From an optimization exercise on the open Yosys and OpenROAD flow, aimed at small area; shortcuts taken in it are not production practice. Only simulation tests tie the RTL to the original design; equivalence was not proved. Power and IR drop assume default switching activity.

==> v13: inputs <==
==> flow/design.v <==
`timescale 1ns/1ps
module spi_controller (
    input  logic        sys_clk_i,
    input  logic        sclk_i,
    input  logic        mosi_i,
    input  logic        chip_enable_i,
    output logic [49:0] sr_o,
    output logic        load_o
);
    logic ce_q, sclk_q;         
    logic ce_rise1, bit1;       
    logic shift_pend;           
    logic [6:0] cnt;            
    logic full, keep;
    assign full = cnt[6] & cnt[4];
    assign keep = cnt[6] ? (cnt[2] | ~(cnt[1] | cnt[0]))
                         : (~cnt[3] | (cnt[2] & cnt[1]));
    always_ff @(posedge sys_clk_i) begin
        ce_q     <= chip_enable_i;
        sclk_q   <= sclk_i;
        ce_rise1 <= chip_enable_i & ~ce_q;
        bit1     <= sclk_i & ~sclk_q & chip_enable_i;
        shift_pend <= bit1 & ~full & keep;
        load_o     <= shift_pend & full;
        if (ce_rise1)
            cnt <= 7'd0;
        else if (bit1 & ~full)
            cnt <= cnt + 7'd1;
        if (shift_pend)
            sr_o <= {sr_o[48:0], mosi_i};
    end
endmodule
`timescale 1ns/1ps
module vga_if (
    input  logic        sys_clk_i,
    input  logic        load_i,
    input  logic [49:0] sr_i,
    output logic [9:0]  ball_x,
    output logic [9:0]  ball_y,
    output logic [9:0]  paddle_l_y,
    output logic [9:0]  paddle_r_y,
    output logic        show_scores,
    output logic [3:0]  digit_l,
    output logic [3:0]  digit_r
);
    always_ff @(posedge sys_clk_i) begin
        if (load_i) begin
            ball_x      <= {sr_i[41:40], sr_i[49:42]};
            ball_y      <= {sr_i[31:30], sr_i[39:32]};
            paddle_l_y  <= {sr_i[21:20], sr_i[29:22]};
            paddle_r_y  <= {sr_i[11:10], sr_i[19:12]};
            show_scores <= sr_i[9] | sr_i[4];
            digit_l     <= sr_i[8:5];
            digit_r     <= sr_i[3:0];
        end
    end
endmodule
`timescale 1ns/1ps
module vga_timing (
    input  logic       sys_clk_i,
    input  logic       reset_i,
    output logic [9:0] x,
    output logic [9:0] y,
    output logic       hsync,
    output logic       vsync,
    output logic       video_on
);
    logic [1:0] div;
    logic [9:0] h, v;
    logic h_end, v_end;
    assign h_end = h[9] & h[8] & h[4] & h[3] & h[2] & h[1] & h[0];
    assign v_end = v[9] & v[3] & v[2];
    always_ff @(posedge sys_clk_i) begin
        if (reset_i) begin
            div <= 2'd0;
            h   <= 10'd0;
            v   <= 10'd0;
        end else begin
            div <= div + 2'd1;
            if (div == 2'd3) begin
                if (h_end) begin
                    h <= 10'd0;
                    if (v_end) v <= 10'd0;
                    else       v <= v + 10'd1;
                end else begin
                    h <= h + 10'd1;
                end
            end
        end
    end
    always_comb begin
        hsync    = !(h >= 10'd650 && h <= 10'd745);
        vsync    = !(v[8:1] == 8'd245);
        video_on = !(h[9] & (h[8] | h[7])) && !(v[9] | (v[8] & v[7] & v[6] & v[5]));
        x = h;
        y = v;
    end
endmodule
`timescale 1ns/1ps
module vga_renderer (
    input  logic [9:0] x,
    input  logic [9:0] y,
    input  logic       video_on,
    input  logic [9:0] ball_x,
    input  logic [9:0] ball_y,
    input  logic [9:0] paddle_l_y,
    input  logic [9:0] paddle_r_y,
    input  logic       show_scores,
    input  logic [3:0] digit_l,
    input  logic [3:0] digit_r,
    output logic [3:0] r,
    output logic [3:0] g,
    output logic [3:0] b
);
    localparam logic [15:0] SEG_A = 16'h03ed;
    localparam logic [15:0] SEG_B = 16'h039f;
    localparam logic [15:0] SEG_C = 16'h03fb;
    localparam logic [15:0] SEG_D = 16'h036d;
    localparam logic [15:0] SEG_E = 16'h0145;
    localparam logic [15:0] SEG_F = 16'h0371;
    localparam logic [15:0] SEG_G = 16'h037c;
    function automatic logic [6:0] seg7 (input logic [3:0] val);
        seg7 = {SEG_A[val], SEG_B[val], SEG_C[val], SEG_D[val],
                SEG_E[val], SEG_F[val], SEG_G[val]};
    endfunction
    logic [10:0] dbx;
    logic [9:0]  dby, dpl, dpr;
    logic ball, pad_l, pad_r, score;
    logic [6:0] seg;
    logic ra, rbf, rce, rd, rg, ca, cb, ce;
    always_comb begin
        dbx = {1'b0, x} - {1'b0, ball_x};
        dby = {1'b0, y[8:0]} - {1'b0, ball_y[8:0]};
        dpl = {1'b0, y[8:0]} - {1'b0, paddle_l_y[8:0]};
        dpr = {1'b0, y[8:0]} - {1'b0, paddle_r_y[8:0]};
        ball  = (dbx < 11'd10) && !ball_y[9] && (dby < 10'd10);
        pad_l = !paddle_l_y[9] && (dpl < 10'd60) && (x < 10'd10);
        pad_r = !paddle_r_y[9] && (dpr < 10'd60) && (x >= 10'd630);
        ra  = y >= 10'd12 && y < 10'd16;
        rbf = y >= 10'd15 && y < 10'd34;
        rce = y >= 10'd36 && y < 10'd55;
        rd  = y >= 10'd54 && y < 10'd58;
        rg  = y >= 10'd33 && y < 10'd37;
        if (x < 10'd340) begin
            seg = seg7(digit_l);
            ca  = x >= 10'd314 && x < 10'd331;
            cb  = x >= 10'd329 && x < 10'd333;
            ce  = x >= 10'd312 && x < 10'd316;
        end else begin
            seg = seg7(digit_r);
            ca  = x >= 10'd349 && x < 10'd366;
            cb  = x >= 10'd364 && x < 10'd368;
            ce  = x >= 10'd347 && x < 10'd351;
        end
        score = show_scores && (
                  (seg[6] && ca && ra)  ||
                  (seg[5] && cb && rbf) ||
                  (seg[4] && cb && rce) ||
                  (seg[3] && ca && rd)  ||
                  (seg[2] && ce && rce) ||
                  (seg[1] && ce && rbf) ||
                  (seg[0] && ca && rg));
        r = {4{video_on && (ball || pad_l || pad_r || score)}};
        g = 4'd0;
        b = 4'd0;
    end
endmodule
`timescale 1ns / 1ps
module top(
    input  logic reset_i,
    input  logic sys_clk_i,
    input  logic sclk_i,
    input  logic mosi_i,
    input  logic chip_enable_i,
    output logic hsync_o,
    output logic vsync_o,
    output logic [3:0] r,
    output logic [3:0] g,
    output logic [3:0] b
);
    logic [49:0] sr;
    logic load;
    spi_controller spi (
        .sys_clk_i(sys_clk_i),
        .sclk_i(sclk_i),
        .mosi_i(mosi_i),
        .chip_enable_i(chip_enable_i),
        .sr_o(sr),
        .load_o(load)
    );
    logic [9:0] ball_x, ball_y, paddle_l_y, paddle_r_y;
    logic show_scores;
    logic [3:0] digit_l, digit_r;
    vga_if spi_vga_if (
        .sys_clk_i(sys_clk_i),
        .load_i(load),
        .sr_i(sr),
        .ball_x(ball_x),
        .ball_y(ball_y),
        .paddle_l_y(paddle_l_y),
        .paddle_r_y(paddle_r_y),
        .show_scores(show_scores),
        .digit_l(digit_l),
        .digit_r(digit_r)
    );
    logic [9:0] x, y;
    logic video_on;
    vga_timing sync (
        .sys_clk_i(sys_clk_i),
        .reset_i(reset_i),
        .x(x),
        .y(y),
        .hsync(hsync_o),
        .vsync(vsync_o),
        .video_on(video_on)
    );
    vga_renderer renderer (
        .x(x),
        .y(y),
        .video_on(video_on),
        .ball_x(ball_x),
        .ball_y(ball_y),
        .paddle_l_y(paddle_l_y),
        .paddle_r_y(paddle_r_y),
        .show_scores(show_scores),
        .digit_l(digit_l),
        .digit_r(digit_r),
        .r(r),
        .g(g),
        .b(b)
    );
endmodule
==> flow/run.sh <==
#!/bin/bash
# synth_recipe.tcl (not shown) runs the flow's synth.tcl, then flattens the netlist and writes it again
# the make line also repeats each setting of config.mk as NAME=value (left out here)
make -C /OpenROAD-flow-scripts/flow DESIGN_CONFIG=/design/flow/config.mk WORK_HOME=/design/flow/orfs CLKGATE_MAP_FILE= SYNTH_SCRIPT=/design/flow/synth_recipe.tcl finish
==> flow/config.mk <==
export PLATFORM = sky130hd
export DESIGN_NAME = top
export DESIGN_NICKNAME = top
export VERILOG_FILES = /design/flow/design.v
export SDC_FILE = /design/flow/constraint.sdc
export NUM_CORES = 4
export LEC_CHECK = 0
export CAP_MARGIN = 20
export CORE_MARGIN = 2
export CORE_UTILIZATION = 60
export CTS_BUF_LIST = sky130_fd_sc_hd__clkbuf_4 sky130_fd_sc_hd__clkbuf_8
export CTS_CLUSTER_SIZE = 20
export SLEW_MARGIN = 20
==> flow/constraint.sdc <==
create_clock -name core_clock -period 10.0 [get_ports {sys_clk_i}]
set_input_delay 2.0000 -clock core_clock [delete_from_list [all_inputs] [get_ports {sys_clk_i}]]
set_output_delay 2.0000 -clock core_clock [all_outputs]
set_load 0.01 [all_outputs]
==> v21 (differences from v13) <==
Settings changed: CORE_UTILIZATION 60 to 40, CTS_BUF_LIST sky130_fd_sc_hd__clkbuf_4 sky130_fd_sc_hd__clkbuf_8 to default, CTS_CLUSTER_SIZE 20 to default.
==> v16 (differences from v13) <==
Settings changed: CTS_BUF_LIST sky130_fd_sc_hd__clkbuf_4 sky130_fd_sc_hd__clkbuf_8 to sky130_fd_sc_hd__clkbuf_4, CTS_CLUSTER_SIZE 20 to 30.
==> results.txt <==
Clock skew: v16 > v13 > v21. In combinational power, v21 and v16 hardly differ. In synthesized area, v16 and v13 do not differ. Fmax: v16 < v13 < v21. In non-clock buffer count, v16 and v13 do not differ. Of v16 and v21, v21 has the higher clock power (gap 45%, measured against v21).
==> figures <==
metric                                                 v13         v21         v16
Run status                        timing/DRC/antenna clean  timing/DRC/antenna clean  timing/DRC/antenna clean
Skew-Pair Late Insertion Delay                     0.45 ns     0.42 ns     0.55 ns
Fraction of met3 tracks used by global routing      0.0576      0.0461      0.0558
Final worst slack                                  3.78 ns     3.84 ns     3.64 ns
Synthesis-to-layout area growth                      7.73%       12.1%       6.15%
Internal power consumption                      0.000828 W  0.000985 W  0.000754 W
Non-clock buffers, area share                       0.0165      0.0132      0.0168
Wire length of the first global-routing pass      20500 µm    21700 µm    20500 µm
Nets@finish                                            662         661         662
Non-clock buffer total of the final layout              11          10          11
Sequential power                                0.000609 W  0.000610 W  0.000609 W
Post-layout power                                0.00105 W   0.00125 W  0.000966 W
Total net switching power                       0.000220 W  0.000261 W  0.000212 W
Switching Share                                      0.210       0.209       0.219

-- static timing again, ports no longer ideal --
The results above use ideal ports. As a check the final layouts listed here were re-extracted and re-timed, cells and wires unchanged. Step 1 (the two cells are an assumption about what drives the block):
set clk [get_ports {sys_clk_i}]
set_driving_cell -lib_cell sky130_fd_sc_hd__clkbuf_16 $clk
set_driving_cell -lib_cell sky130_fd_sc_hd__buf_2 [delete_from_list [all_inputs] $clk]
Step 2 adds t to the input delays and takes it off the output delays; t is the mean of the earliest and latest rising clock arrival at the registers after step 1. Input paths then give back, and output paths get back, about the clock's delay inside the block. Three values: ideal, step 1, step 2; two values: the first two.
| run | shift t [ns] | slack for setup (ns) | worst hold slack (ns) | latest minus earliest clock arrival (ns) | slew at the worst register clock pin (ns) |
|---|---|---|---|---|---|
| v13 | 0.475 | 3.784 / 3.748 / 4.223 | 0.390 / 0.390 / 0.390 | 0.010 / 0.011 | 0.08 / 0.08 |
| v21 | 0.455 | 3.837 / 3.795 / 4.250 | 0.381 / 0.381 / 0.381 | 0.009 / 0.009 | 0.06 / 0.06 |
| v16 | 0.573 | 3.641 / 3.605 / 4.178 | 0.390 / 0.390 / 0.390 | 0.019 / 0.018 | 0.12 / 0.12 |
After both steps setup and hold are still met in every run listed.
